What follows belongs to an exercise in optimizing a design on an open flow for small area, a short achievable clock period and few clock cycles per item; a production flow would make more cautious choices.
RTL that was checked went through simulation tests only; none was proved equivalent to the original.
No functional check of the RTL was part of run 2.
Power and IR drop assume default switching activity.

[design/flow/design.v]
module fm_3d_norm (
  i_s,
  i_e,
  i_f,
  o_b
);
    input         i_s;           
    input  [4:0]  i_e;           
    input  [16:0] i_f;           
    output [21:0] o_b;           
    wire        w_carry;        
    wire [3:0]  w_penc;         
    wire        w_c_zero;       
    wire        w_ce_zero;      
    wire [15:0] w_lshifted;     
    wire [4:0]  w_lshift_val;   
    wire [15:0] w_c_fraction;
    wire [15:0] w_c_frac;
    wire [4:0]  w_c_exp;        
    wire        w_c_sign;       
    wire [5:0]  w_incdec_out;   
    assign w_carry  = i_f[16];
    assign w_c_zero = (i_f == 17'h0);
    assign w_penc = f_prenc(i_f[15:0]);
    assign w_incdec_out = f_incdec(i_e, w_penc, w_carry);
    assign  w_lshift_val = w_penc;
    assign w_lshifted = i_f[15:0] << w_lshift_val;
    assign w_c_frac = (w_carry) ? i_f[16:1] : w_lshifted;
    assign w_c_exp = (w_c_zero|w_incdec_out[5]) ? 5'h0 : w_incdec_out[4:0];
    assign w_ce_zero = (w_c_exp == 5'h0);
    assign w_c_sign = i_s & !w_ce_zero;
    assign w_c_fraction = (w_ce_zero) ? 16'h0 : w_c_frac;
    assign o_b = {w_c_sign, w_c_exp, w_c_fraction};
function [3:0] f_prenc;
  input [15:0] mat;
  begin
    if (mat[15] == 1'b1) begin
      f_prenc = 4'h0;
    end else if (mat[14] == 1'b1) begin
      f_prenc = 4'h1;
    end else if (mat[13] == 1'b1) begin
      f_prenc = 4'h2;
    end else if (mat[12] == 1'b1) begin
      f_prenc = 4'h3;
    end else if (mat[11] == 1'b1) begin
      f_prenc = 4'h4;
    end else if (mat[10] == 1'b1) begin
      f_prenc = 4'h5;
    end else if (mat[9] == 1'b1) begin
      f_prenc = 4'h6;
    end else if (mat[8] == 1'b1) begin
      f_prenc = 4'h7;
    end else if (mat[7] == 1'b1) begin
      f_prenc = 4'h8;
    end else if (mat[6] == 1'b1) begin
      f_prenc = 4'h9;
    end else if (mat[5] == 1'b1) begin
      f_prenc = 4'ha;
    end else if (mat[4] == 1'b1) begin
      f_prenc = 4'hb;
    end else if (mat[3] == 1'b1) begin
      f_prenc = 4'hc;
    end else if (mat[2] == 1'b1) begin
      f_prenc = 4'hd;
    end else if (mat[1] == 1'b1) begin
      f_prenc = 4'he;
    end else begin
      f_prenc = 4'hf;
    end
  end
endfunction
function [5:0] f_incdec;
  input [4:0] a;
  input [3:0] b;
  input       inc;
  reg   [5:0] r_inc;
  reg   [5:0] r_dec;
  reg         r_1f_flag;
  begin
    r_1f_flag = (a == 5'h1f);
    r_inc = a + !r_1f_flag;
    r_dec = a - b;
    f_incdec = (inc) ? r_inc : r_dec;
  end
endfunction
endmodule
module fm_3d_fadd_c (
  i_a,
  i_b,
  i_adsb,
  o_c
);
    input  [21:0] i_a;
    input  [21:0] i_b;
    input         i_adsb;    
    output [21:0] o_c;
    wire         w_a_sign = i_a[21];
    wire [4:0]   w_a_exp  = i_a[20:16];
    wire [15:0]  w_a_fraction = i_a[15:0];
    wire         w_b_sign = i_b[21];
    wire [4:0]   w_b_exp  = i_b[20:16];
    wire [15:0]  w_b_fraction = i_b[15:0];
    wire        w_mag_frac = (w_a_fraction <= w_b_fraction);
    wire        w_mag_exp = (w_a_exp <= w_b_exp);
    wire [4:0]  w_exp_l = (w_mag_exp) ? w_b_exp : w_a_exp;
    wire [4:0]  w_amb = w_a_exp - w_b_exp;
    wire [4:0]  w_bma = w_b_exp - w_a_exp;
    wire [4:0]  w_ex0 = (w_mag_exp) ? w_bma : w_amb;
    wire        w_mag = (w_ex0 == 5'b0) ? w_mag_frac : w_mag_exp;
    wire [15:0] w_f0 = (!w_mag) ? w_a_fraction : w_b_fraction;
    wire        w_sign = (w_mag == 1'b0) ? w_a_sign : (i_adsb ^ w_b_sign);
    wire        w_sub = ((w_a_sign ^ w_b_sign) & !i_adsb) |
                        (!(w_a_sign ^ w_b_sign) & i_adsb);
    wire [15:0] w_f1_sa = w_a_fraction >> w_ex0;
    wire [15:0] w_f1_sb = w_b_fraction >> w_ex0;
    wire [15:0] w_f1t = (w_mag) ? w_f1_sa : w_f1_sb;
    wire [16:0] w_mats = (!w_sub) ? (w_f0 + w_f1t) : (w_f0 - w_f1t);
    fm_3d_norm norm (
        .i_s(w_sign),
        .i_e(w_exp_l),
        .i_f(w_mats),
        .o_b(o_c)
    );
endmodule
module fm_3d_fsub2 (
  clk_core,
  i_en,
  i_a,
  i_b,
  o_c
);
    input         clk_core;
    input         i_en;
    input  [20:0] i_a;       
    input  [20:0] i_b;       
    output [21:0] o_c;       
    wire [4:0]   w_a_exp  = i_a[20:16];
    wire [15:0]  w_a_fraction = i_a[15:0];
    wire [4:0]   w_b_exp  = i_b[20:16];
    wire [15:0]  w_b_fraction = i_b[15:0];
    wire        w_mag_frac = (w_a_fraction <= w_b_fraction);
    wire        w_mag_exp = (w_a_exp <= w_b_exp);
    wire [4:0]  w_exp_l = (w_mag_exp) ? w_b_exp : w_a_exp;
    wire [4:0]  w_amb = w_a_exp - w_b_exp;
    wire [4:0]  w_bma = w_b_exp - w_a_exp;
    wire [4:0]  w_ex0 = (w_mag_exp) ? w_bma : w_amb;
    wire        w_mag = (w_ex0 == 5'b0) ? w_mag_frac : w_mag_exp;
    wire [15:0] w_f0 = (!w_mag) ? w_a_fraction : w_b_fraction;
    wire [15:0] w_f1_sa = w_a_fraction >> w_ex0;
    wire [15:0] w_f1_sb = w_b_fraction >> w_ex0;
    wire [15:0] w_f1t = (w_mag) ? w_f1_sa : w_f1_sb;
    reg         r_sign;
    reg  [4:0]  r_exp;
    reg  [15:0] r_f0;
    reg  [15:0] r_f1t;
    reg  [21:0] r_c;
    always @(posedge clk_core) begin
        if (i_en) begin
            r_sign <= w_mag;
            r_exp <= w_exp_l;
            r_f0 <= w_f0;
            r_f1t <= w_f1t;
        end
    end
    wire [16:0] w_mats = {1'b0, r_f0} - {1'b0, r_f1t};
    wire [21:0] w_c;
    fm_3d_norm norm (
        .i_s(r_sign),
        .i_e(r_exp),
        .i_f(w_mats),
        .o_b(w_c)
    );
    always @(posedge clk_core) begin
        if (i_en) r_c <= w_c;
    end
    assign o_c = r_c;
endmodule
module fm_3d_fmul (
  clk_core,
  i_en,
  i_a,
  i_b,
  o_c
);
    input         clk_core;
    input         i_en;
    input  [21:0] i_a;
    input  [21:0] i_b;
    output [21:0] o_c;
    reg           r_sign_1z;
    reg    [17:0] r_cf_tmp;
    reg    [4:0]  r_ce_tmp_1z;
    wire [4:0]  w_a_exp = i_a[20:16];
    wire [15:0] w_a_fraction = i_a[15:0];
    wire [4:0]  w_b_exp = i_b[20:16];
    wire [15:0] w_b_fraction = i_b[15:0];
    wire [5:0]  w_exp_add = w_a_exp + w_b_exp;
    wire [5:0]  w_adder_out = w_exp_add - 4'hf;
    wire [4:0]  w_ce_tmp = (w_exp_add < 5'hf) ? 5'h00 :
                           (w_adder_out[5])   ? 5'h1f :
                                                w_adder_out[4:0];
    wire [31:0] w_cf_tmp = w_a_fraction * w_b_fraction;
    always @(posedge clk_core) begin
        if (i_en) begin
            r_sign_1z <= i_a[21] ^ i_b[21];
            r_cf_tmp <= w_cf_tmp[31:14];
            r_ce_tmp_1z <= w_ce_tmp;
        end
    end
    wire [16:0] w_rounded = r_cf_tmp[17:1] + 1'b1;
    wire [16:0] w_cf_tmp2 = r_cf_tmp[0] ? w_rounded : r_cf_tmp[17:1];
    fm_3d_norm norm (
        .i_s(r_sign_1z),
        .i_e(r_ce_tmp_1z),
        .i_f(w_cf_tmp2),
        .o_b(o_c)
    );
endmodule
module fm_3d_frcp_rom (
  clk_core,
  i_en,
  i_a,
  o_c
);
    input         clk_core;
    input         i_en;
    input  [6:0]  i_a;
    output [31:0] o_c;
(*rom_style="distributed" *) reg    [31:0] r_c;
    assign o_c = r_c;
    always @(posedge clk_core) begin
        if (i_en)
(* parallel_case *) case (i_a)
            7'd0:   r_c <= 32'h800001fc;
            7'd1:   r_c <= 32'h7f0101f4;
            7'd2:   r_c <= 32'h7e0701ec;
            7'd3:   r_c <= 32'h7d1101e5;
            7'd4:   r_c <= 32'h7c1f01dd;
            7'd5:   r_c <= 32'h7b3001d6;
            7'd6:   r_c <= 32'h7a4401cf;
            7'd7:   r_c <= 32'h795c01c8;
            7'd8:   r_c <= 32'h787801c2;
            7'd9:   r_c <= 32'h779701bb;
            7'd10:  r_c <= 32'h76b901b5;
            7'd11:  r_c <= 32'h75de01af;
            7'd12:  r_c <= 32'h750701a8;
            7'd13:  r_c <= 32'h743201a2;
            7'd14:  r_c <= 32'h7361019d;
            7'd15:  r_c <= 32'h72920197;
            7'd16:  r_c <= 32'h71c70191;
            7'd17:  r_c <= 32'h70fe018c;
            7'd18:  r_c <= 32'h70380186;
            7'd19:  r_c <= 32'h6f740181;
            7'd20:  r_c <= 32'h6eb3017c;
            7'd21:  r_c <= 32'h6df50177;
            7'd22:  r_c <= 32'h6d3a0172;
            7'd23:  r_c <= 32'h6c80016d;
            7'd24:  r_c <= 32'h6bca0168;
            7'd25:  r_c <= 32'h6b150164;
            7'd26:  r_c <= 32'h6a63015f;
            7'd27:  r_c <= 32'h69b4015a;
            7'd28:  r_c <= 32'h69060156;
            7'd29:  r_c <= 32'h685b0152;
            7'd30:  r_c <= 32'h67b2014d;
            7'd31:  r_c <= 32'h670b0149;
            7'd32:  r_c <= 32'h66660145;
            7'd33:  r_c <= 32'h65c30141;
            7'd34:  r_c <= 32'h6522013d;
            7'd35:  r_c <= 32'h64830139;
            7'd36:  r_c <= 32'h63e70136;
            7'd37:  r_c <= 32'h634c0132;
            7'd38:  r_c <= 32'h62b2012e;
            7'd39:  r_c <= 32'h621b012a;
            7'd40:  r_c <= 32'h61860127;
            7'd41:  r_c <= 32'h60f20123;
            7'd42:  r_c <= 32'h60600120;
            7'd43:  r_c <= 32'h5fd0011d;
            7'd44:  r_c <= 32'h5f410119;
            7'd45:  r_c <= 32'h5eb40116;
            7'd46:  r_c <= 32'h5e290113;
            7'd47:  r_c <= 32'h5d9f0110;
            7'd48:  r_c <= 32'h5d17010d;
            7'd49:  r_c <= 32'h5c90010a;
            7'd50:  r_c <= 32'h5c0b0107;
            7'd51:  r_c <= 32'h5b870104;
            7'd52:  r_c <= 32'h5b050101;
            7'd53:  r_c <= 32'h5a8400fe;
            7'd54:  r_c <= 32'h5a0500fb;
            7'd55:  r_c <= 32'h598700f9;
            7'd56:  r_c <= 32'h590b00f6;
            7'd57:  r_c <= 32'h588f00f3;
            7'd58:  r_c <= 32'h581600f1;
            7'd59:  r_c <= 32'h579d00ee;
            7'd60:  r_c <= 32'h572600ec;
            7'd61:  r_c <= 32'h56b000e9;
            7'd62:  r_c <= 32'h563b00e7;
            7'd63:  r_c <= 32'h55c700e4;
            7'd64:  r_c <= 32'h555500e2;
            7'd65:  r_c <= 32'h54e400e0;
            7'd66:  r_c <= 32'h547400dd;
            7'd67:  r_c <= 32'h540500db;
            7'd68:  r_c <= 32'h539700d9;
            7'd69:  r_c <= 32'h532a00d7;
            7'd70:  r_c <= 32'h52bf00d4;
            7'd71:  r_c <= 32'h525400d2;
            7'd72:  r_c <= 32'h51eb00d0;
            7'd73:  r_c <= 32'h518300ce;
            7'd74:  r_c <= 32'h511b00cc;
            7'd75:  r_c <= 32'h50b500ca;
            7'd76:  r_c <= 32'h505000c8;
            7'd77:  r_c <= 32'h4fec00c6;
            7'd78:  r_c <= 32'h4f8800c4;
            7'd79:  r_c <= 32'h4f2600c2;
            7'd80:  r_c <= 32'h4ec400c0;
            7'd81:  r_c <= 32'h4e6400bf;
            7'd82:  r_c <= 32'h4e0400bd;
            7'd83:  r_c <= 32'h4da600bb;
            7'd84:  r_c <= 32'h4d4800b9;
            7'd85:  r_c <= 32'h4ceb00b8;
            7'd86:  r_c <= 32'h4c8f00b6;
            7'd87:  r_c <= 32'h4c3400b4;
            7'd88:  r_c <= 32'h4bda00b2;
            7'd89:  r_c <= 32'h4b8000b1;
            7'd90:  r_c <= 32'h4b2700af;
            7'd91:  r_c <= 32'h4ad000ae;
            7'd92:  r_c <= 32'h4a7900ac;
            7'd93:  r_c <= 32'h4a2200aa;
            7'd94:  r_c <= 32'h49cd00a9;
            7'd95:  r_c <= 32'h497800a7;
            7'd96:  r_c <= 32'h492400a6;
            7'd97:  r_c <= 32'h48d100a4;
            7'd98:  r_c <= 32'h487e00a3;
            7'd99:  r_c <= 32'h482d00a2;
            7'd100: r_c <= 32'h47dc00a0;
            7'd101: r_c <= 32'h478b009f;
            7'd102: r_c <= 32'h473c009d;
            7'd103: r_c <= 32'h46ed009c;
            7'd104: r_c <= 32'h469e009b;
            7'd105: r_c <= 32'h46510099;
            7'd106: r_c <= 32'h46040098;
            7'd107: r_c <= 32'h45b80097;
            7'd108: r_c <= 32'h456c0095;
            7'd109: r_c <= 32'h45210094;
            7'd110: r_c <= 32'h44d70093;
            7'd111: r_c <= 32'h448d0092;
            7'd112: r_c <= 32'h44440091;
            7'd113: r_c <= 32'h43fb008f;
            7'd114: r_c <= 32'h43b3008e;
            7'd115: r_c <= 32'h436c008d;
            7'd116: r_c <= 32'h4325008c;
            7'd117: r_c <= 32'h42df008b;
            7'd118: r_c <= 32'h429a008a;
            7'd119: r_c <= 32'h42540088;
            7'd120: r_c <= 32'h42100087;
            7'd121: r_c <= 32'h41cc0086;
            7'd122: r_c <= 32'h41890085;
            7'd123: r_c <= 32'h41460084;
            7'd124: r_c <= 32'h41040083;
            7'd125: r_c <= 32'h40c20082;
            7'd126: r_c <= 32'h40810081;
            7'd127: r_c <= 32'h40400080;
            default: r_c <= 32'h0;
        endcase
    end
endmodule
module fm_3d_frcp (
  clk_core,
  i_en,
  i_a,
  o_c,
  o_zero
);
    input         clk_core;
    input         i_en;
    input  [21:0] i_a;
    output [21:0] o_c;
    output        o_zero;
    reg    [21:0] r_c;
    reg           r_zo;
    reg           r_a_sign;
    reg    [4:0]  r_ce_tmp;
    reg    [7:0]  r_a_frac_l;
    reg           r_zero_flag;
    wire   [4:0]  w_a_exp = i_a[20:16];
    wire   [15:0] w_a_fraction = i_a[15:0];
    wire   [31:0] w_rom_out;
    wire   [15:0] w_rom_base = w_rom_out[31:16];    
    wire   [15:0] w_rom_diff = w_rom_out[15:0];     
    wire   [23:0] w_rom_correct = w_rom_diff * r_a_frac_l;
    wire   [15:0] w_cf_tmp = w_rom_base - {1'b0,w_rom_correct[23:9]};
    wire   [21:0] w_c;
    always @(posedge clk_core) begin
        if (i_en) begin
            r_a_sign <= i_a[21];
            r_ce_tmp <= 5'h1e - w_a_exp;
            r_a_frac_l <= w_a_fraction[7:0];
            r_zero_flag <= (w_a_exp == 5'h0);
        end
    end
    always @(posedge clk_core) begin
        if (i_en) begin
            r_c <= (r_zero_flag) ? 22'h0 : w_c;
            r_zo <= r_zero_flag;
        end
    end
    fm_3d_frcp_rom frcp_rom (
        .clk_core(clk_core),
        .i_en(i_en),
        .i_a(w_a_fraction[14:8]),
        .o_c(w_rom_out)
    );
    fm_3d_norm norm (
        .i_s(r_a_sign),
        .i_e(r_ce_tmp),
        .i_f({1'b0,w_cf_tmp[15:0]}),
        .o_b(w_c)
    );
    assign o_c = r_c;
    assign o_zero = r_zo;
endmodule
module fm_3d_ru_outline_setup (
    clk_core,
    rst_x,
    i_aa_en,
    i_valid,
    o_ack,
    i_vtx0_x,
    i_vtx0_y,
    i_vtx1_x,
    i_vtx1_y,
    i_vtx2_x,
    i_vtx2_y,
    o_valid,
    o_is_first,
    o_is_second,
    o_aa_mode,
    o_idle,
    o_start_x_e0,
    o_start_x_05_e0,
    o_start_y_e0,
    o_end_y_e0,
    o_delta_e0,
    o_delta_t_e0,
    o_delta_a_e0,
    o_start_x_e1,
    o_start_x_05_e1,
    o_start_y_e1,
    o_end_y_e1,
    o_delta_e1,
    o_delta_t_e1,
    o_delta_a_e1,
    o_start_x_e2,
    o_start_x_05_e2,
    o_start_y_e2,
    o_end_y_e2,
    o_delta_e2,
    o_delta_t_e2,
    o_delta_a_e2,
    i_ack
);
    input         clk_core;
    input         rst_x;
    input         i_aa_en;
    input         i_valid;
    output        o_ack;
    input  [20:0] i_vtx0_x;
    input  [20:0] i_vtx0_y;
    input  [20:0] i_vtx1_x;
    input  [20:0] i_vtx1_y;
    input  [20:0] i_vtx2_x;
    input  [20:0] i_vtx2_y;
    output        o_is_first;
    output        o_is_second;
    output        o_valid;
    output        o_aa_mode;
    output        o_idle;
    output [20:0] o_start_x_e0;
    output [20:0] o_start_x_05_e0;
    output [20:0] o_start_y_e0;
    output [20:0] o_end_y_e0;
    output [21:0] o_delta_e0;
    output [21:0] o_delta_t_e0;
    output [21:0] o_delta_a_e0;
    output [20:0] o_start_x_e1;
    output [20:0] o_start_x_05_e1;
    output [20:0] o_start_y_e1;
    output [20:0] o_end_y_e1;
    output [21:0] o_delta_e1;
    output [21:0] o_delta_t_e1;
    output [21:0] o_delta_a_e1;
    output [20:0] o_start_x_e2;
    output [20:0] o_start_x_05_e2;
    output [20:0] o_start_y_e2;
    output [20:0] o_end_y_e2;
    output [21:0] o_delta_e2;
    output [21:0] o_delta_t_e2;
    output [21:0] o_delta_a_e2;
    input         i_ack;
    localparam [21:0] W_10 = 22'h0f8000;
    localparam [21:0] W_05 = 22'h0e8000;
    reg    [2:0]  r_ph;         
    reg           r_stall;
    reg           r_fv;         
    reg           r_v1, r_rec1, r_aa1, r_oaa1;
    reg           r_rec2, r_aa2, r_oaa2;
    reg    [1:0]  r_pend;       
    reg           r_aa_mode;
    reg    [2:0]  r_cnt;        
    reg           r_idle;
    wire          w_adv = !r_stall;
    wire          w_ph0 = r_ph[0];
    wire          w_ph1 = r_ph[1];
    wire          w_ph2 = r_ph[2];
    reg    [20:0] r1_v0x, r1_v1x, r1_v2x, r1_v0y, r1_v1y, r1_v2y;
    reg           r1_isf, r1_iss;
    reg    [20:0] r2_v1x, r2_v2x, r2_v0y, r2_v1y, r2_v2y;
    reg           r2_isf, r2_iss;
    reg    [21:0] r_rca, r_rcb, r_rcc, r_rcd;
    reg           r_za, r_zb, r_zc, r_zd;
    reg    [21:0] r_dla, r_dlb;
    reg    [20:0] o_sx2, o_sy2, o_sx1, o_sy1;
    reg    [20:0] o_ey0, o_ey1, o_x052, o_x051;
    reg    [21:0] o_dl0, o_dl1, o_dl2;
    reg    [21:0] o_rc0, o_rc1, o_rc2;
    reg           o_z0, o_z1, o_z2;
    reg           o_isf, o_iss;
    wire   [20:0] w_dy_a = w_ph1 ? i_vtx1_y : i_vtx0_y;
    wire   [20:0] w_dy_b = w_ph2 ? i_vtx1_y : i_vtx2_y;
    wire   [21:0] w_dy;
    fm_3d_fsub2 u_dy (
        .clk_core(clk_core),
        .i_en(w_adv),
        .i_a(w_dy_a),
        .i_b(w_dy_b),
        .o_c(w_dy)
    );
    wire          w_isf = (i_vtx2_y != i_vtx1_y);
    wire          w_iss = (i_vtx1_y != i_vtx0_y);
    wire          w_one_line = (w_dy[20:0] == 21'h0);
    wire          w_two_line = (w_dy[20:0] == W_10[20:0]);
    wire          w_cancel = w_one_line | (w_two_line & w_isf & !i_aa_en);
    wire          w_only_aa = w_two_line & w_isf & i_aa_en;
    assign o_ack = w_ph2 & r_fv & w_adv;
    wire          w_accept = o_ack & i_valid;
    wire   [21:0] w_rc;
    wire          w_rz;
    fm_3d_frcp u_rcp (
        .clk_core(clk_core),
        .i_en(w_adv),
        .i_a(w_dy),
        .o_c(w_rc),
        .o_zero(w_rz)
    );
    wire   [20:0] w_dx_a = w_ph1 ? r1_v1x : r1_v0x;
    wire   [20:0] w_dx_b = w_ph2 ? r1_v1x : r1_v2x;
    wire   [21:0] w_dx;
    fm_3d_fsub2 u_dx (
        .clk_core(clk_core),
        .i_en(w_adv),
        .i_a(w_dx_a),
        .i_b(w_dx_b),
        .o_c(w_dx)
    );
    wire   [21:0] w_dl;
    fm_3d_fmul u_mul (
        .clk_core(clk_core),
        .i_en(w_adv),
        .i_a(w_dx),
        .i_b(r_rca),
        .o_c(w_dl)
    );
    wire   [21:0] w_ey0, w_ey1, w_x052, w_x051;
    fm_3d_fadd_c u_ey0 (.i_a({1'b0, r2_v0y}), .i_b(W_10), .i_adsb(1'b1), .o_c(w_ey0));
    fm_3d_fadd_c u_ey1 (.i_a({1'b0, r2_v1y}), .i_b(W_10), .i_adsb(1'b1), .o_c(w_ey1));
    fm_3d_fadd_c u_x2  (.i_a(W_05), .i_b({1'b0, r2_v2x}), .i_adsb(1'b0), .o_c(w_x052));
    fm_3d_fadd_c u_x1  (.i_a(W_05), .i_b({1'b0, r2_v1x}), .i_adsb(1'b0), .o_c(w_x051));
    wire          w_f1 = w_adv & w_ph2;     
    wire          w_wr = w_f1 & r_rec2;     
    always @(posedge clk_core) begin
        if (w_f1) begin
            r1_v0x <= i_vtx0_x;
            r1_v1x <= i_vtx1_x;
            r1_v2x <= i_vtx2_x;
            r1_v0y <= i_vtx0_y;
            r1_v1y <= i_vtx1_y;
            r1_v2y <= i_vtx2_y;
            r1_isf <= w_isf;
            r1_iss <= w_iss;
            r2_v1x <= r1_v1x;
            r2_v2x <= r1_v2x;
            r2_v0y <= r1_v0y;
            r2_v1y <= r1_v1y;
            r2_v2y <= r1_v2y;
            r2_isf <= r1_isf;
            r2_iss <= r1_iss;
        end
        if (w_adv) begin
            r_rca <= w_rc;
            r_rcb <= r_rca;
            r_rcc <= r_rcb;
            r_rcd <= r_rcc;
            r_za <= w_rz;
            r_zb <= r_za;
            r_zc <= r_zb;
            r_zd <= r_zc;
            r_dla <= w_dl;
            r_dlb <= r_dla;
        end
        if (w_wr) begin
            o_sx2 <= r2_v2x;
            o_sy2 <= r2_v2y;
            o_sx1 <= r2_v1x;
            o_sy1 <= r2_v1y;
            o_ey0 <= w_ey0[21] ? 21'h0 : w_ey0[20:0];
            o_ey1 <= w_ey1[21] ? 21'h0 : w_ey1[20:0];
            o_x052 <= w_x052[20:0];
            o_x051 <= w_x051[20:0];
            o_dl0 <= r_dlb;
            o_dl1 <= r_dla;
            o_dl2 <= w_dl;
            o_rc0 <= r_rcd;
            o_rc1 <= r_rcc;
            o_rc2 <= r_rcb;
            o_z0 <= r_zd;
            o_z1 <= r_zc;
            o_z2 <= r_zb;
            o_isf <= r2_isf;
            o_iss <= r2_iss;
        end
    end
    wire   [2:0]  w_ph_n = w_adv ? {r_ph[1:0], r_ph[2]} : r_ph;
    wire          w_rec2_n = w_f1 ? r_rec1 : r_rec2;
    wire          w_take = o_valid & i_ack;
    wire   [1:0]  w_pend_n = w_wr ? (r_oaa2 ? 2'd1 : r_aa2 ? 2'd2 : 2'd1) :
                             w_take ? r_pend - 2'd1 : r_pend;
    wire          w_stall_n = w_ph_n[2] & w_rec2_n & (w_pend_n != 2'd0);
    wire          w_last = w_take & (r_pend == 2'd1);
    wire   [2:0]  w_cnt_n = r_cnt + {2'b0, (w_accept & !w_cancel)} - {2'b0, w_last};
    always @(posedge clk_core or negedge rst_x) begin
        if (~rst_x) begin
            r_ph <= 3'b001;
            r_stall <= 1'b0;
            r_fv <= 1'b0;
            r_v1 <= 1'b0;
            r_rec1 <= 1'b0;
            r_aa1 <= 1'b0;
            r_oaa1 <= 1'b0;
            r_rec2 <= 1'b0;
            r_aa2 <= 1'b0;
            r_oaa2 <= 1'b0;
            r_pend <= 2'd0;
            r_aa_mode <= 1'b0;
            r_cnt <= 3'd0;
            r_idle <= 1'b1;
        end else begin
            r_ph <= w_ph_n;
            r_stall <= w_stall_n;
            if (w_adv & w_ph0) r_fv <= i_valid;
            if (w_f1) begin
                r_v1 <= r_fv;
                r_rec1 <= r_fv & !w_cancel;
                r_aa1 <= i_aa_en;
                r_oaa1 <= w_only_aa;
                r_rec2 <= r_rec1;
                r_aa2 <= r_aa1;
                r_oaa2 <= r_oaa1;
            end
            r_pend <= w_pend_n;
            if (w_wr) r_aa_mode <= r_oaa2;
            else if (w_take) r_aa_mode <= 1'b1;
            r_cnt <= w_cnt_n;
            r_idle <= !((i_valid & !w_accept) | (w_cnt_n != 3'd0));
        end
    end
    assign o_valid = (r_pend != 2'd0);
    assign o_aa_mode = r_aa_mode;
    assign o_idle = r_idle;
    assign o_is_first = o_isf;
    assign o_is_second = o_iss;
    assign o_start_x_e0 = o_sx2;
    assign o_start_x_05_e0 = o_x052;
    assign o_start_y_e0 = o_sy2;
    assign o_end_y_e0 = o_ey0;
    assign o_delta_e0 = o_dl0;
    assign o_delta_t_e0 = o_rc0;
    assign o_delta_a_e0 = o_z0 ? 22'h0 : W_05;
    assign o_start_x_e1 = o_sx2;
    assign o_start_x_05_e1 = o_x052;
    assign o_start_y_e1 = o_sy2;
    assign o_end_y_e1 = o_ey1;
    assign o_delta_e1 = o_dl1;
    assign o_delta_t_e1 = o_rc1;
    assign o_delta_a_e1 = o_z1 ? 22'h0 : W_05;
    assign o_start_x_e2 = o_sx1;
    assign o_start_x_05_e2 = o_x051;
    assign o_start_y_e2 = o_sy1;
    assign o_end_y_e2 = o_ey0;
    assign o_delta_e2 = o_dl2;
    assign o_delta_t_e2 = o_rc2;
    assign o_delta_a_e2 = o_z2 ? 22'h0 : W_05;
endmodule
[design/flow/run.sh]
#!/bin/bash
# synth_recipe.tcl (not shown) runs the flow's synth.tcl, then flattens the netlist and writes it again
# the make line also repeats each setting of config.mk as NAME=value (left out here)
make -C /OpenROAD-flow-scripts/flow DESIGN_CONFIG=/design/flow/config.mk WORK_HOME=/design/flow/orfs CLKGATE_MAP_FILE= SYNTH_SCRIPT=/design/flow/synth_recipe.tcl finish
[design/flow/config.mk]
export PLATFORM = sky130hd
export DESIGN_NAME = fm_3d_ru_outline_setup
export DESIGN_NICKNAME = fm_3d_ru_outline_setup
export VERILOG_FILES = /design/flow/design.v
export SDC_FILE = /design/flow/constraint.sdc
export NUM_CORES = 4
export LEC_CHECK = 0
export CAP_MARGIN = 20
export CORE_MARGIN = 2
export CORE_UTILIZATION = 40
export PLACE_DENSITY = 0.6
export SLEW_MARGIN = 20
[design/flow/constraint.sdc]
create_clock -name core_clock -period 10.0 [get_ports {clk_core}]
set_input_delay 2.0000 -clock core_clock [delete_from_list [all_inputs] [get_ports {clk_core}]]
set_output_delay 2.0000 -clock core_clock [all_outputs]
set_load 0.01 [all_outputs]
==> results.json, run 1 <==
{
  "ant_nets": 0,
  "die_w_um": 415,
  "placed_area_mm2": 0.0744,
  "synth_area_leaders": "edfxtp_1, fa_1, ha_1",
  "slew_viol_final": 0,
  "min_period_ns": 9.38,
  "synthSimpleGateAreaFrac_pct": 14.7,
  "yosysTopAreaCellShare_pct": 39.3,
  "areaGrowthSynthToFinish_pct": 15.1,
  "cts_buffer_depth": 3,
  "rows": 150,
  "ys_types": 123,
  "powerDensity_mw_per_mm2": 273,
  "finalNetCount": 7817,
  "cts_tree": "yes",
  "required_ns": 10.44,
  "slowest_stage": "fa_1",
  "worst_setup_path_startpoint": "u_rcp.frcp_rom.r_c[3]",
  "fin_area_mm2": 0.0777,
  "synthCells": 6684,
  "synthAdderAreaFrac_pct": 14.7,
  "drive_gt1_share_pct": 6.25,
  "top_register": "u_rcp.frcp_rom.r_c",
  "port_buffers": 532,
  "initial_core_util_pct": 40.4,
  "synth_compound_area_share_pct": 15.6,
  "setup-tns-final_ns": 0,
  "status": "complete, no violations",
  "die-area_mm2": 0.172,
  "ys_warn_count": 6,
  "clk_transition_reported_paths_ns": 0.07,
  "synth_edf_count": 883,
  "ff2ff_setup_slack_ns": 0.62,
  "synth_top_area_cell": "edfxtp_1",
  "wirelength_um": 194000,
  "syn_avg_cell_area_um2": 10.1,
  "rsz0062_at_grt": "false",
  "peakVddDrop_mv": 0.592,
  "vias": 52500,
  "dpl.hpwl_um": 148000,
  "instances_no_fill": 9326,
  "grt_pass1_wl_um": 303000,
  "worstSetupEndpoint": "u_rcp.r_c[12]",
  "firstDrtPassIters": 6,
  "yosysMostFrequentCell": "edfxtp_1",
  "first_iter_violations": 4388,
  "cp_slowest_stage_delay_ns": 0.53,
  "critPathLaunchType": "flip-flop",
  "hold_viol_final": 0,
  "leakagePower_nw": 30.5,
  "cts_sinks": 901,
  "max_freq_mhz": 107,
  "root_buffer": "clkbuf_16",
  "finClkSkew_ns": 0.0332,
  "max-cap-violations": 0,
  "place_inst": 9148,
  "worstSetupPathType": "flip-flop to flip-flop",
  "hp-class": "flip-flop to flip-flop",
  "routed_via_density": 5.62,
  "synth_xor_area_share_pct": 3.16,
  "largest_reg_flops": 25,
  "rr_startpoint": "u_rcp.frcp_rom.r_c[3]",
  "fin_crit_sh_pct": 93.8,
  "htree_levels": 3,
  "ys.flop_type": "edfxtp_1",
  "grt_max_degree": 155,
  "fp.dieH_um": 415,
  "critPathCaptureType": "flip-flop",
  "io_pins": 587,
  "place.gp.congestion": 0.924,
  "overflow": 0,
  "max_slew_margin_pct": 25.2,
  "fill_cells": 15700,
  "timing.rr.end": "u_rcp.r_c[12]",
  "cp_common_cell": "fa_1",
  "cts-buffers-inserted": 98,
  "syn_area_mm2": 0.0676,
  "clk_latency_ns": 0.74,
  "ys_seq_area_share_pct": 39.9,
  "synthMuxAreaShare_pct": 5.93,
  "r2r_cells": 36,
  "setup_violations": 0,
  "antenna_found_initial": 7,
  "synth.top_cells.by_count": "edfxtp_1, nand2_1, nor2_1",
  "cts_hold_buf": 0,
  "crit_arrival_ns": 9.82,
  "grt_pass1_vias": 51800,
  "path_max_fanout": 13,
  "grt_usage_pct": 22.0,
  "wl_per_cell_um": 20.8,
  "tightest_slew_ns": 1.12,
  "synth_top_family_by_area": "compound AO/OA/AOI/OAI gates",
  "core_mm2": 0.167,
  "synth-seq-cells": 901,
  "synthArstFlopShare_pct": 2.00,
  "drc": 0
}
[cells in the final DEF (no fill, tap or decap), types with 64 or more instances in the layout]
cell type	netlist	layout
mux2_2	69	69
nand2_1	558	558
and2_1	272	272
nor2_1	514	513
a21oi_1	421	418
ha_1	385	384
inv_1	471	469
o211ai_1	69	69
mux2i_1	289	289
a21o_1	83	83
nor2b_1	76	75
fa_1	255	255
xnor2_1	128	128
nor3_1	127	127
nand2b_1	68	68
o22ai_1	64	64
nand3_1	138	138
xor2_1	111	111
edfxtp_1	883	883
o21ai_0	288	287
a211oi_1	93	93
a31oi_1	67	65
clkdlybuf4s50_1	0	532
buf_4	151	98
clkbuf_16	0	99
[per-layer routing]
| layer | wire length [µm] | track usage [%] | vias up |
|---|---|---|---|
| li1 | - | - | 24800 |
| met4 | 5670 | 7.29 | 4 |
| met3 | 9580 | 2.65 | 299 |
| met2 | 94600 | 37.5 | 1558 |
| met1 | 84200 | 29.1 | 25800 |
| met5 | 23 | 0 | - |
[per-stage QoR]
stage	hold WS (ns)	total power, mW	worst slack, ns	utilization (%)
3_5_place_dp	0.405	17.4	0.145	44.4
4_1_cts	0.414	21.2	0.112	46.4
5_1_grt	0.420	23.2	0.0321	46.4
3_3_place_gp	0.400	17.3	0.295	44.4
2_1_floorplan	0.400	14.4	1.17	-
6_report	0.405	21.2	0.620	46.4
[area by class of cell]
cell class	instances	area [µm²]	share of cell area [%]
Timing Repair Buffer	631	6080	7.82
Tap cell	2204	2760	3.55
Clock inverter	63	783	1.01
Sequential cell	901	27000	34.7
Multi-Input combinational cell	4925	36800	47.3
Clock buffer	110	2520	3.24
Antenna cell	3	7.51	0.00966
Inverter	489	1850	2.38
[kinds of logic (layout without fill, tap and decap cells)]
group           Yosys count  in the layout
simple gates           2036           2036
other cells               1             57
buf+inv                 911           1293
mux                     374            374
xor+xnor                241            241
compound gates         1580           1580
fa+ha+maj               640            640
flops                   901            901
[power breakdown]
part / internal, mW / switching [mW]
Combinational: 4.64 / 7.18
Sequential: 5.19 / 0.467
Clock: 2.19 / 1.56
[repair_timing]
action,in CTS,in global routing
setup buffers,0,2
gates resized for setup,0,5
hold endpoints to repair,0,0
setup endpoints to repair,0,17
[worst min-delay path by stage]
| stage | from | to | slack [ns] | depth (start not counted) |
|---|---|---|---|---|
| after floorplan | r_dlb[0] | o_dl0[0] | 0.40 | 0 |
| after global placement | r1_v0y[14] | r2_v0y[14] | 0.40 | 0 |
| after detailed placement | r_dlb[16] | o_dl0[16] | 0.40 | 0 |
| after CTS | r2_v2y[7] | o_sy2[7] | 0.41 | 0 |
| after global routing | r_dlb[3] | o_dl0[3] | 0.42 | 0 |
| final | u_rcp.r_c[13] | r_rca[13] | 0.41 | 0 |
[critical path: cells and delay by family, from the launching register on]
| kind | cells | cell delay (ns) |
|---|---|---|
| AOI/OAI and AO/OA | 19 | 4.01 |
| adders and majority gates | 7 | 2.82 |
| and+or+nand+nor | 6 | 1.32 |
| DFF | 1 | 0.50 |
| buffers and inverters | 3 | 0.29 |
| xor gates and xnor gates | 1 | 0.14 |
Testbench counts, summed over its fixed seeds: cycles 14,475, triangles 4,800.
==> run 2, diff against run 1 <==
--- a/design/flow/design.v
+++ b/design/flow/design.v
@@ -176,4 +176,51 @@
     assign o_c = r_c;
 endmodule
+module fm_3d_fsub1_c (
+  i_a,
+  o_c
+);
+    input  [20:0] i_a;
+    output [20:0] o_c;
+    wire [4:0]  w_e = i_a[20:16];
+    wire [15:0] w_f = i_a[15:0];
+    wire [15:0] w_d15 = {1'b0, w_f[14:0]};
+    wire [3:0]  w_pe = f_prenc(w_d15);
+    wire [4:0]  w_e15 = 5'd15 - {1'b0, w_pe};
+    wire [15:0] w_f15 = w_d15 << w_pe;
+    wire        w_z15 = (w_d15 == 16'h0) | (w_e15 == 5'd0);
+    wire [4:0]  w_k = w_e - 5'd15;
+    wire [15:0] w_sh = 16'h8000 >> w_k;
+    wire [15:0] w_dh = w_f - w_sh;
+    wire [20:0] w_rh = w_dh[15] ? {w_e, w_dh} : {w_e - 5'd1, w_dh[14:0], 1'b0};
+    assign o_c = (w_e < 5'd15) ? 21'h0 :
+                 (w_e == 5'd15) ? (w_z15 ? 21'h0 : {w_e15, w_f15}) :
+                                  w_rh;
+function [3:0] f_prenc;
+  input [15:0] mat;
+  integer i;
+  begin
+    f_prenc = 4'hf;
+    for (i = 1; i < 16; i = i + 1)
+      if (mat[i]) f_prenc = 4'd15 - i[3:0];
+  end
+endfunction
+endmodule
+module fm_3d_fadd05_c (
+  i_a,
+  o_c
+);
+    input  [20:0] i_a;
+    output [20:0] o_c;
+    wire [4:0]  w_e = i_a[20:16];
+    wire [15:0] w_f = i_a[15:0];
+    wire [4:0]  w_s = 5'd14 - w_e;
+    wire [15:0] w_fl = 16'h8000 | (w_f >> w_s);
+    wire [4:0]  w_k = w_e - 5'd14;
+    wire [16:0] w_sum = {1'b0, w_f} + {1'b0, 16'h8000 >> w_k};
+    wire [4:0]  w_ei = w_e + {4'd0, (w_e != 5'h1f)};
+    wire [20:0] w_rh = w_sum[16] ? {w_ei, w_sum[16:1]} : {w_e, w_sum[15:0]};
+    assign o_c = (w_e == 5'd0) ? {5'd14, 16'h8000} :
+                 (w_e < 5'd14) ? {5'd14, w_fl} : w_rh;
+endmodule
 module fm_3d_fmul (
   clk_core,
@@ -210,157 +257,36 @@
     wire [16:0] w_rounded = r_cf_tmp[17:1] + 1'b1;
     wire [16:0] w_cf_tmp2 = r_cf_tmp[0] ? w_rounded : r_cf_tmp[17:1];
-    fm_3d_norm norm (
-        .i_s(r_sign_1z),
-        .i_e(r_ce_tmp_1z),
-        .i_f(w_cf_tmp2),
-        .o_b(o_c)
-    );
+    wire        w_carry = w_cf_tmp2[16];
+    wire [4:0]  w_ce = (w_cf_tmp2 == 17'h0) ? 5'h0 :
+                       (w_carry & (r_ce_tmp_1z != 5'h1f)) ? r_ce_tmp_1z + 5'h1 :
+                                                           r_ce_tmp_1z;
+    wire [15:0] w_cf = w_carry ? w_cf_tmp2[16:1] : w_cf_tmp2[15:0];
+    assign o_c = (w_ce == 5'h0) ? 22'h0 : {r_sign_1z, w_ce, w_cf};
 endmodule
 module fm_3d_frcp_rom (
-  clk_core,
-  i_en,
   i_a,
   o_c
 );
-    input         clk_core;
-    input         i_en;
     input  [6:0]  i_a;
     output [31:0] o_c;
-(*rom_style="distributed" *) reg    [31:0] r_c;
-    assign o_c = r_c;
-    always @(posedge clk_core) begin
-        if (i_en)
-(* parallel_case *) case (i_a)
-            7'd0:   r_c <= 32'h800001fc;
-            7'd1:   r_c <= 32'h7f0101f4;
-            7'd2:   r_c <= 32'h7e0701ec;
-            7'd3:   r_c <= 32'h7d1101e5;
-            7'd4:   r_c <= 32'h7c1f01dd;
-            7'd5:   r_c <= 32'h7b3001d6;
-            7'd6:   r_c <= 32'h7a4401cf;
-            7'd7:   r_c <= 32'h795c01c8;
-            7'd8:   r_c <= 32'h787801c2;
-            7'd9:   r_c <= 32'h779701bb;
-            7'd10:  r_c <= 32'h76b901b5;
-            7'd11:  r_c <= 32'h75de01af;
-            7'd12:  r_c <= 32'h750701a8;
-            7'd13:  r_c <= 32'h743201a2;
-            7'd14:  r_c <= 32'h7361019d;
-            7'd15:  r_c <= 32'h72920197;
-            7'd16:  r_c <= 32'h71c70191;
-            7'd17:  r_c <= 32'h70fe018c;
-            7'd18:  r_c <= 32'h70380186;
-            7'd19:  r_c <= 32'h6f740181;
-            7'd20:  r_c <= 32'h6eb3017c;
-            7'd21:  r_c <= 32'h6df50177;
-            7'd22:  r_c <= 32'h6d3a0172;
-            7'd23:  r_c <= 32'h6c80016d;
-            7'd24:  r_c <= 32'h6bca0168;
-            7'd25:  r_c <= 32'h6b150164;
-            7'd26:  r_c <= 32'h6a63015f;
-            7'd27:  r_c <= 32'h69b4015a;
-            7'd28:  r_c <= 32'h69060156;
-            7'd29:  r_c <= 32'h685b0152;
-            7'd30:  r_c <= 32'h67b2014d;
-            7'd31:  r_c <= 32'h670b0149;
-            7'd32:  r_c <= 32'h66660145;
-            7'd33:  r_c <= 32'h65c30141;
-            7'd34:  r_c <= 32'h6522013d;
-            7'd35:  r_c <= 32'h64830139;
-            7'd36:  r_c <= 32'h63e70136;
-            7'd37:  r_c <= 32'h634c0132;
-            7'd38:  r_c <= 32'h62b2012e;
-            7'd39:  r_c <= 32'h621b012a;
-            7'd40:  r_c <= 32'h61860127;
-            7'd41:  r_c <= 32'h60f20123;
-            7'd42:  r_c <= 32'h60600120;
-            7'd43:  r_c <= 32'h5fd0011d;
-            7'd44:  r_c <= 32'h5f410119;
-            7'd45:  r_c <= 32'h5eb40116;
-            7'd46:  r_c <= 32'h5e290113;
-            7'd47:  r_c <= 32'h5d9f0110;
-            7'd48:  r_c <= 32'h5d17010d;
-            7'd49:  r_c <= 32'h5c90010a;
-            7'd50:  r_c <= 32'h5c0b0107;
-            7'd51:  r_c <= 32'h5b870104;
-            7'd52:  r_c <= 32'h5b050101;
-            7'd53:  r_c <= 32'h5a8400fe;
-            7'd54:  r_c <= 32'h5a0500fb;
-            7'd55:  r_c <= 32'h598700f9;
-            7'd56:  r_c <= 32'h590b00f6;
-            7'd57:  r_c <= 32'h588f00f3;
-            7'd58:  r_c <= 32'h581600f1;
-            7'd59:  r_c <= 32'h579d00ee;
-            7'd60:  r_c <= 32'h572600ec;
-            7'd61:  r_c <= 32'h56b000e9;
-            7'd62:  r_c <= 32'h563b00e7;
-            7'd63:  r_c <= 32'h55c700e4;
-            7'd64:  r_c <= 32'h555500e2;
-            7'd65:  r_c <= 32'h54e400e0;
-            7'd66:  r_c <= 32'h547400dd;
-            7'd67:  r_c <= 32'h540500db;
-            7'd68:  r_c <= 32'h539700d9;
-            7'd69:  r_c <= 32'h532a00d7;
-            7'd70:  r_c <= 32'h52bf00d4;
-            7'd71:  r_c <= 32'h525400d2;
-            7'd72:  r_c <= 32'h51eb00d0;
-            7'd73:  r_c <= 32'h518300ce;
-            7'd74:  r_c <= 32'h511b00cc;
-            7'd75:  r_c <= 32'h50b500ca;
-            7'd76:  r_c <= 32'h505000c8;
-            7'd77:  r_c <= 32'h4fec00c6;
-            7'd78:  r_c <= 32'h4f8800c4;
-            7'd79:  r_c <= 32'h4f2600c2;
-            7'd80:  r_c <= 32'h4ec400c0;
-            7'd81:  r_c <= 32'h4e6400bf;
-            7'd82:  r_c <= 32'h4e0400bd;
-            7'd83:  r_c <= 32'h4da600bb;
-            7'd84:  r_c <= 32'h4d4800b9;
-            7'd85:  r_c <= 32'h4ceb00b8;
-            7'd86:  r_c <= 32'h4c8f00b6;
-            7'd87:  r_c <= 32'h4c3400b4;
-            7'd88:  r_c <= 32'h4bda00b2;
-            7'd89:  r_c <= 32'h4b8000b1;
-            7'd90:  r_c <= 32'h4b2700af;
-            7'd91:  r_c <= 32'h4ad000ae;
-            7'd92:  r_c <= 32'h4a7900ac;
-            7'd93:  r_c <= 32'h4a2200aa;
-            7'd94:  r_c <= 32'h49cd00a9;
-            7'd95:  r_c <= 32'h497800a7;
-            7'd96:  r_c <= 32'h492400a6;
-            7'd97:  r_c <= 32'h48d100a4;
-            7'd98:  r_c <= 32'h487e00a3;
-            7'd99:  r_c <= 32'h482d00a2;
-            7'd100: r_c <= 32'h47dc00a0;
-            7'd101: r_c <= 32'h478b009f;
-            7'd102: r_c <= 32'h473c009d;
-            7'd103: r_c <= 32'h46ed009c;
-            7'd104: r_c <= 32'h469e009b;
-            7'd105: r_c <= 32'h46510099;
-            7'd106: r_c <= 32'h46040098;
-            7'd107: r_c <= 32'h45b80097;
-            7'd108: r_c <= 32'h456c0095;
-            7'd109: r_c <= 32'h45210094;
-            7'd110: r_c <= 32'h44d70093;
-            7'd111: r_c <= 32'h448d0092;
-            7'd112: r_c <= 32'h44440091;
-            7'd113: r_c <= 32'h43fb008f;
-            7'd114: r_c <= 32'h43b3008e;
-            7'd115: r_c <= 32'h436c008d;
-            7'd116: r_c <= 32'h4325008c;
-            7'd117: r_c <= 32'h42df008b;
-            7'd118: r_c <= 32'h429a008a;
-            7'd119: r_c <= 32'h42540088;
-            7'd120: r_c <= 32'h42100087;
-            7'd121: r_c <= 32'h41cc0086;
-            7'd122: r_c <= 32'h41890085;
-            7'd123: r_c <= 32'h41460084;
-            7'd124: r_c <= 32'h41040083;
-            7'd125: r_c <= 32'h40c20082;
-            7'd126: r_c <= 32'h40810081;
-            7'd127: r_c <= 32'h40400080;
-            default: r_c <= 32'h0;
-        endcase
-    end
+    wire   [4095:0] w_tab = {
+        32'h40400080, 32'h40810081, 32'h40c20082, 32'h41040083, 32'h41460084, 32'h41890085, 32'h41cc0086, 32'h42100087,
+        32'h42540088, 32'h429a008a, 32'h42df008b, 32'h4325008c, 32'h436c008d, 32'h43b3008e, 32'h43fb008f, 32'h44440091,
+        32'h448d0092, 32'h44d70093, 32'h45210094, 32'h456c0095, 32'h45b80097, 32'h46040098, 32'h46510099, 32'h469e009b,
+        32'h46ed009c, 32'h473c009d, 32'h478b009f, 32'h47dc00a0, 32'h482d00a2, 32'h487e00a3, 32'h48d100a4, 32'h492400a6,
+        32'h497800a7, 32'h49cd00a9, 32'h4a2200aa, 32'h4a7900ac, 32'h4ad000ae, 32'h4b2700af, 32'h4b8000b1, 32'h4bda00b2,
+        32'h4c3400b4, 32'h4c8f00b6, 32'h4ceb00b8, 32'h4d4800b9, 32'h4da600bb, 32'h4e0400bd, 32'h4e6400bf, 32'h4ec400c0,
+        32'h4f2600c2, 32'h4f8800c4, 32'h4fec00c6, 32'h505000c8, 32'h50b500ca, 32'h511b00cc, 32'h518300ce, 32'h51eb00d0,
+        32'h525400d2, 32'h52bf00d4, 32'h532a00d7, 32'h539700d9, 32'h540500db, 32'h547400dd, 32'h54e400e0, 32'h555500e2,
+        32'h55c700e4, 32'h563b00e7, 32'h56b000e9, 32'h572600ec, 32'h579d00ee, 32'h581600f1, 32'h588f00f3, 32'h590b00f6,
+        32'h598700f9, 32'h5a0500fb, 32'h5a8400fe, 32'h5b050101, 32'h5b870104, 32'h5c0b0107, 32'h5c90010a, 32'h5d17010d,
+        32'h5d9f0110, 32'h5e290113, 32'h5eb40116, 32'h5f410119, 32'h5fd0011d, 32'h60600120, 32'h60f20123, 32'h61860127,
+        32'h621b012a, 32'h62b2012e, 32'h634c0132, 32'h63e70136, 32'h64830139, 32'h6522013d, 32'h65c30141, 32'h66660145,
+        32'h670b0149, 32'h67b2014d, 32'h685b0152, 32'h69060156, 32'h69b4015a, 32'h6a63015f, 32'h6b150164, 32'h6bca0168,
+        32'h6c80016d, 32'h6d3a0172, 32'h6df50177, 32'h6eb3017c, 32'h6f740181, 32'h70380186, 32'h70fe018c, 32'h71c70191,
+        32'h72920197, 32'h7361019d, 32'h743201a2, 32'h750701a8, 32'h75de01af, 32'h76b901b5, 32'h779701bb, 32'h787801c2,
+        32'h795c01c8, 32'h7a4401cf, 32'h7b3001d6, 32'h7c1f01dd, 32'h7d1101e5, 32'h7e0701ec, 32'h7f0101f4, 32'h800001fc
+    };
+    assign o_c = w_tab[{i_a, 5'd0} +: 32];
 endmodule
 module fm_3d_frcp (
@@ -380,22 +306,28 @@
     reg           r_a_sign;
     reg    [4:0]  r_ce_tmp;
-    reg    [7:0]  r_a_frac_l;
     reg           r_zero_flag;
+    reg    [15:0] r_base;
+    reg    [7:0]  r_corr;
     wire   [4:0]  w_a_exp = i_a[20:16];
     wire   [15:0] w_a_fraction = i_a[15:0];
     wire   [31:0] w_rom_out;
     wire   [15:0] w_rom_base = w_rom_out[31:16];    
-    wire   [15:0] w_rom_diff = w_rom_out[15:0];     
-    wire   [23:0] w_rom_correct = w_rom_diff * r_a_frac_l;
-    wire   [15:0] w_cf_tmp = w_rom_base - {1'b0,w_rom_correct[23:9]};
-    wire   [21:0] w_c;
+    wire   [8:0]  w_rom_diff = w_rom_out[8:0];      
+    wire   [16:0] w_rom_correct = w_rom_diff * w_a_fraction[7:0];
     always @(posedge clk_core) begin
         if (i_en) begin
             r_a_sign <= i_a[21];
             r_ce_tmp <= 5'h1e - w_a_exp;
-            r_a_frac_l <= w_a_fraction[7:0];
             r_zero_flag <= (w_a_exp == 5'h0);
+            r_base <= w_rom_base;
+            r_corr <= w_rom_correct[16:9];
         end
     end
+    wire   [15:0] w_cf_tmp = r_base - {8'h0, r_corr};
+    wire          w_sh = !w_cf_tmp[15];
+    wire   [5:0]  w_ce = {1'b0, r_ce_tmp} - {5'h0, w_sh};
+    wire          w_cz = w_ce[5] | (w_ce[4:0] == 5'h0);
+    wire   [15:0] w_cf = w_sh ? {w_cf_tmp[14:0], 1'b0} : w_cf_tmp;
+    wire   [21:0] w_c = w_cz ? 22'h0 : {r_a_sign, w_ce[4:0], w_cf};
     always @(posedge clk_core) begin
         if (i_en) begin
@@ -405,15 +337,7 @@
     end
     fm_3d_frcp_rom frcp_rom (
-        .clk_core(clk_core),
-        .i_en(i_en),
         .i_a(w_a_fraction[14:8]),
         .o_c(w_rom_out)
     );
-    fm_3d_norm norm (
-        .i_s(r_a_sign),
-        .i_e(r_ce_tmp),
-        .i_f({1'b0,w_cf_tmp[15:0]}),
-        .o_b(w_c)
-    );
     assign o_c = r_c;
     assign o_zero = r_zo;
@@ -570,9 +494,8 @@
         .o_c(w_dl)
     );
-    wire   [21:0] w_ey0, w_ey1, w_x052, w_x051;
-    fm_3d_fadd_c u_ey0 (.i_a({1'b0, r2_v0y}), .i_b(W_10), .i_adsb(1'b1), .o_c(w_ey0));
-    fm_3d_fadd_c u_ey1 (.i_a({1'b0, r2_v1y}), .i_b(W_10), .i_adsb(1'b1), .o_c(w_ey1));
-    fm_3d_fadd_c u_x2  (.i_a(W_05), .i_b({1'b0, r2_v2x}), .i_adsb(1'b0), .o_c(w_x052));
-    fm_3d_fadd_c u_x1  (.i_a(W_05), .i_b({1'b0, r2_v1x}), .i_adsb(1'b0), .o_c(w_x051));
+    wire   [20:0] w_ey, w_x05;
+    reg    [20:0] r_ey0, r_x052;
+    fm_3d_fsub1_c  u_ey  (.i_a(w_ph2 ? r2_v1y : r2_v0y), .o_c(w_ey));
+    fm_3d_fadd05_c u_x05 (.i_a(w_ph2 ? r2_v1x : r2_v2x), .o_c(w_x05));
     wire          w_f1 = w_adv & w_ph2;     
     wire          w_wr = w_f1 & r_rec2;     
@@ -595,4 +518,8 @@
             r2_iss <= r1_iss;
         end
+        if (w_adv & w_ph1) begin
+            r_ey0 <= w_ey;
+            r_x052 <= w_x05;
+        end
         if (w_adv) begin
             r_rca <= w_rc;
@@ -612,8 +539,8 @@
             o_sx1 <= r2_v1x;
             o_sy1 <= r2_v1y;
-            o_ey0 <= w_ey0[21] ? 21'h0 : w_ey0[20:0];
-            o_ey1 <= w_ey1[21] ? 21'h0 : w_ey1[20:0];
-            o_x052 <= w_x052[20:0];
-            o_x051 <= w_x051[20:0];
+            o_ey0 <= r_ey0;
+            o_ey1 <= w_ey;
+            o_x052 <= r_x052;
+            o_x051 <= w_x05;
             o_dl0 <= r_dlb;
             o_dl1 <= r_dla;
--- a/design/flow/config.mk
+++ b/design/flow/config.mk
@@ -6,7 +6,9 @@
 export NUM_CORES = 4
 export LEC_CHECK = 0
+export ABC_CLOCK_PERIOD_IN_PS = 4000
 export CAP_MARGIN = 20
 export CORE_MARGIN = 2
 export CORE_UTILIZATION = 40
 export PLACE_DENSITY = 0.6
+export SETUP_SLACK_MARGIN = 5
 export SLEW_MARGIN = 20
==> run 2 against run 1 <==
Against the previous run: still clean on timing, DRC and antenna; critical path depth decreased by 12; sequential power about the same; clock power about the same; die area decreased by 13%; total power decreased by 4.4%; via count decreased by 18%; critical path type unchanged; critical endpoint is now u_mul.r_cf_tmp[17].
==> results.json, run 2 <==
{
  "status": "complete, no violations",
  "slew_viol_final": 0,
  "leakagePower_nw": 29.7,
  "utilization_pct": 52.3,
  "first_iter_violations": 3465,
  "die-area_mm2": 0.150,
  "synth_edf_count": 916,
  "ys_seq_area_share_pct": 47.6,
  "synth_area_leaders": "edfxtp_1, fa_1, ha_1",
  "antenna_found_initial": 11,
  "cts_hold_buf": 0,
  "ys_warn_count": 6,
  "swShare_pct": 39.4,
  "rows": 140,
  "hp-class": "flip-flop to flip-flop",
  "holdWs_ns": 0.372,
  "clk_transition_reported_paths_ns": 0.06,
  "die_w_um": 387,
  "rsz0062_at_grt": "true",
  "grt_pass1_vias": 42800,
  "yosysMostFrequentCell": "edfxtp_1",
  "yosysTopAreaCellShare_pct": 46.8,
  "ys.flop_type": "edfxtp_1",
  "seqPwrFrac_pct": 27.9,
  "pwr-share-clk_pct": 18.6,
  "cts_buffer_depth": 3,
  "fin_crit_sh_pct": 65.4,
  "setup_slack_ns": 3.46,
  "grt_max_degree": 165,
  "synthArstFlopShare_pct": 1.93,
  "ff2ff_setup_slack_ns": 3.46,
  "crit_arrival_ns": 7.07,
  "synthCells": 5193,
  "root_buffer": "clkbuf_16",
  "routed_via_density": 5.39,
  "r2r_cells": 24,
  "cts_sinks": 934,
  "critPathLaunchType": "flip-flop",
  "overflow": 0,
  "drive_gt1_share_pct": 20.6,
  "timing.rr.end": "u_mul.r_cf_tmp[17]",
  "cts-buffers-inserted": 103,
  "vias": 43200,
  "hold_depth": 0,
  "dp_slack_ns": 1.89,
  "firstDrtPassIters": 6,
  "ys_types": 98,
  "max-cap-violations": 0,
  "pwr-share-comb_pct": 53.5,
  "fp.dieH_um": 387,
  "initial_core_util_pct": 40.3,
  "min_period_ns": 6.54,
  "dpl.hpwl_um": 117000,
  "drc": 0,
  "max_slew_margin_pct": 23.4,
  "grt_usage_pct": 21.8,
  "path_max_fanout": 3,
  "rr_startpoint": "u_dx.r_c[13]",
  "power.total_mw": 20.3,
  "setup_violations": 0,
  "io_pins": 587,
  "htree_levels": 3,
  "wl_per_cell_um": 21.2,
  "powerDensity_mw_per_mm2": 266,
  "grt_pass1_wl_um": 256000,
  "place.gp.congestion": 0.904,
  "fin_area_mm2": 0.0762,
  "core_mm2": 0.146,
  "syn_area_mm2": 0.0587,
  "clk_latency_ns": 0.76,
  "ant_nets": 0,
  "synth-seq-cells": 934,
  "hold_end": "r2_isf",
  "synth_top_area_cell": "edfxtp_1",
  "hold_viol_final": 0,
  "holdCritStartpoint": "r1_isf",
  "port_buffers": 532,
  "peakVddDrop_mv": 0.305,
  "placed_area_mm2": 0.0654,
  "finalNetCount": 6715,
  "switching_power_mw": 8.00,
  "cts_tree": "yes",
  "layout_commonest_cell": "edfxtp_1",
  "wirelength_um": 170000,
  "p_int_mw": 12.3,
  "critPathCaptureType": "flip-flop",
  "instances_no_fill": 8019,
  "most-common-layout-cells": "edfxtp_1, clkdlybuf4s50_1, inv_1",
  "max_freq_mhz": 153,
  "place_inst": 7393,
  "synth.top_cells.by_count": "edfxtp_1, inv_1, nand2_1",
  "areaGrowthSynthToFinish_pct": 29.8,
  "setup-tns-final_ns": 0,
  "tightest_slew_ns": 1.15,
  "required_ns": 10.53,
  "finClkSkew_ns": 0.0802,
  "syn_avg_cell_area_um2": 11.3,
  "worstSetupPathType": "flip-flop to flip-flop"
}
[run 2: cell types whose count changed after synthesis, moves of 69 or more]
cell     change
a21oi_1    -140
and2_1      -69
mux2i_1     -80
nand2_1    -138
nor2_1     -168
o21ai_0    -118
[run 2: worst max-delay path by stage]
stage | start | cells after the start | end
floorplan | r_ph[2] | 10 | r_pend[1]
global placement | i_vtx1_y[16] | 17 | u_dy.r_f1t[0]
detailed placement | i_vtx1_y[16] | 17 | u_dy.r_f1t[0]
CTS | u_dx.r_c[11] | 25 | u_mul.r_cf_tmp[17]
global route | u_dx.r_c[6] | 26 | u_mul.r_cf_tmp[17]
finish | u_dx.r_c[13] | 24 | u_mul.r_cf_tmp[17]
[run 2: worst max-delay path, stage by stage (launching register included)]
cell      delay (ns)
edfxtp_1        0.52
buf_6           0.18
and2_4          0.15
fa_1            0.51
inv_2           0.05
fa_1            0.57
fa_1            0.46
fa_2            0.63
fa_1            0.44
fa_1            0.51
inv_2           0.05
ha_4            0.16
a211oi_4        0.27
nand2_2         0.12
buf_4           0.15
a21oi_1         0.16
a21oi_2         0.06
nand2_1         0.15
nor3_4          0.06
o31a_1          0.27
a41o_1          0.23
o41ai_4         0.33
buf_4           0.18
nor2_1          0.04
a211oi_1        0.15
[run 2: routing by layer]
layer,up-vias,track usage [%],wire length [µm]
met5,-,0,0
met4,0,6.91,4780
met3,293,2.82,9080
met2,1402,36.9,83500
met1,21500,29.2,73000
li1,20000,-,-
[run 2: timing repair]
| item | CTS | global route |
|---|---|---|
| gates resized for setup | 544 | 388 |
| setup endpoints to repair | 210 | 177 |
| setup buffers | 320 | 89 |
| pin swaps | 162 | 164 |
| gates cloned | 15 | 5 |
[run 2: cell families (layout without fill, tap and decap cells)]
| group | after synthesis | count (layout) | synth area share, % |
|---|---|---|---|
| and+or+nand+nor | 1371 | 1371 | 11.1 |
| AOI/OAI and AO/OA | 984 | 987 | 11.0 |
| DFF | 934 | 934 | 47.6 |
| buffers and inverters | 854 | 1702 | 6.49 |
| adders and majority gates | 574 | 574 | 15.4 |
| muxes | 286 | 286 | 5.57 |
| xor gates and xnor gates | 189 | 189 | 2.82 |
| other | 1 | 59 | 0.00639 |
[run 2: final cells by class]
type / instances / area, µm²
Inverter: 502 / 2000
Antenna cell: 5 / 12.5
Timing Repair Buffer: 1002 / 9790
Fill cell: 12700 / 69500
Sequential cell: 934 / 28000
Clock buffer: 120 / 2660
Multi-Input combinational cell: 3461 / 30600
Tap cell: 1917 / 2400
Timing Repair inverter: 6 / 48.8
Clock inverter: 72 / 743
[run 2: power by group through the flow]
stage | clock network, mW | logic, mW | registers (mW)
finish | 3.78 | 10.9 | 5.66
global route | 4.01 | 12.1 | 5.72
CTS | 3.87 | 10.1 | 5.66
detailed placement | 0 | 8.35 | 5.87
global placement | 0 | 8.25 | 5.85
floorplan | 0 | 6.52 | 5.54

[re-timing with driven ports]
The flow's constraints put no driver on any port. The routed layouts listed below were extracted and timed again, unchanged, in two steps. Step 1, drivers: a clkbuf_16 drives clk_core and a buf_2 each remaining input, both assumed. Step 2, shift: input delay + t, output delay - t, t = (earliest + latest rising clock arrival at the registers) / 2. This alone moves slack from input paths to output paths. a / b / c = no drivers / after step 1 / after step 2; a / b = the first two.
run | t, ns | slack for setup (ns) | latest minus earliest clock arrival (ns) | cell pins on the clock port's net
run 1 | 0.804 | 0.620 / 0.620 / 0.620 | 0.035 / 0.036 | 1
run 2 | 0.797 | 3.458 / 3.458 / 3.458 | 0.104 / 0.103 | 1
After both steps setup and hold are still met in every run listed.
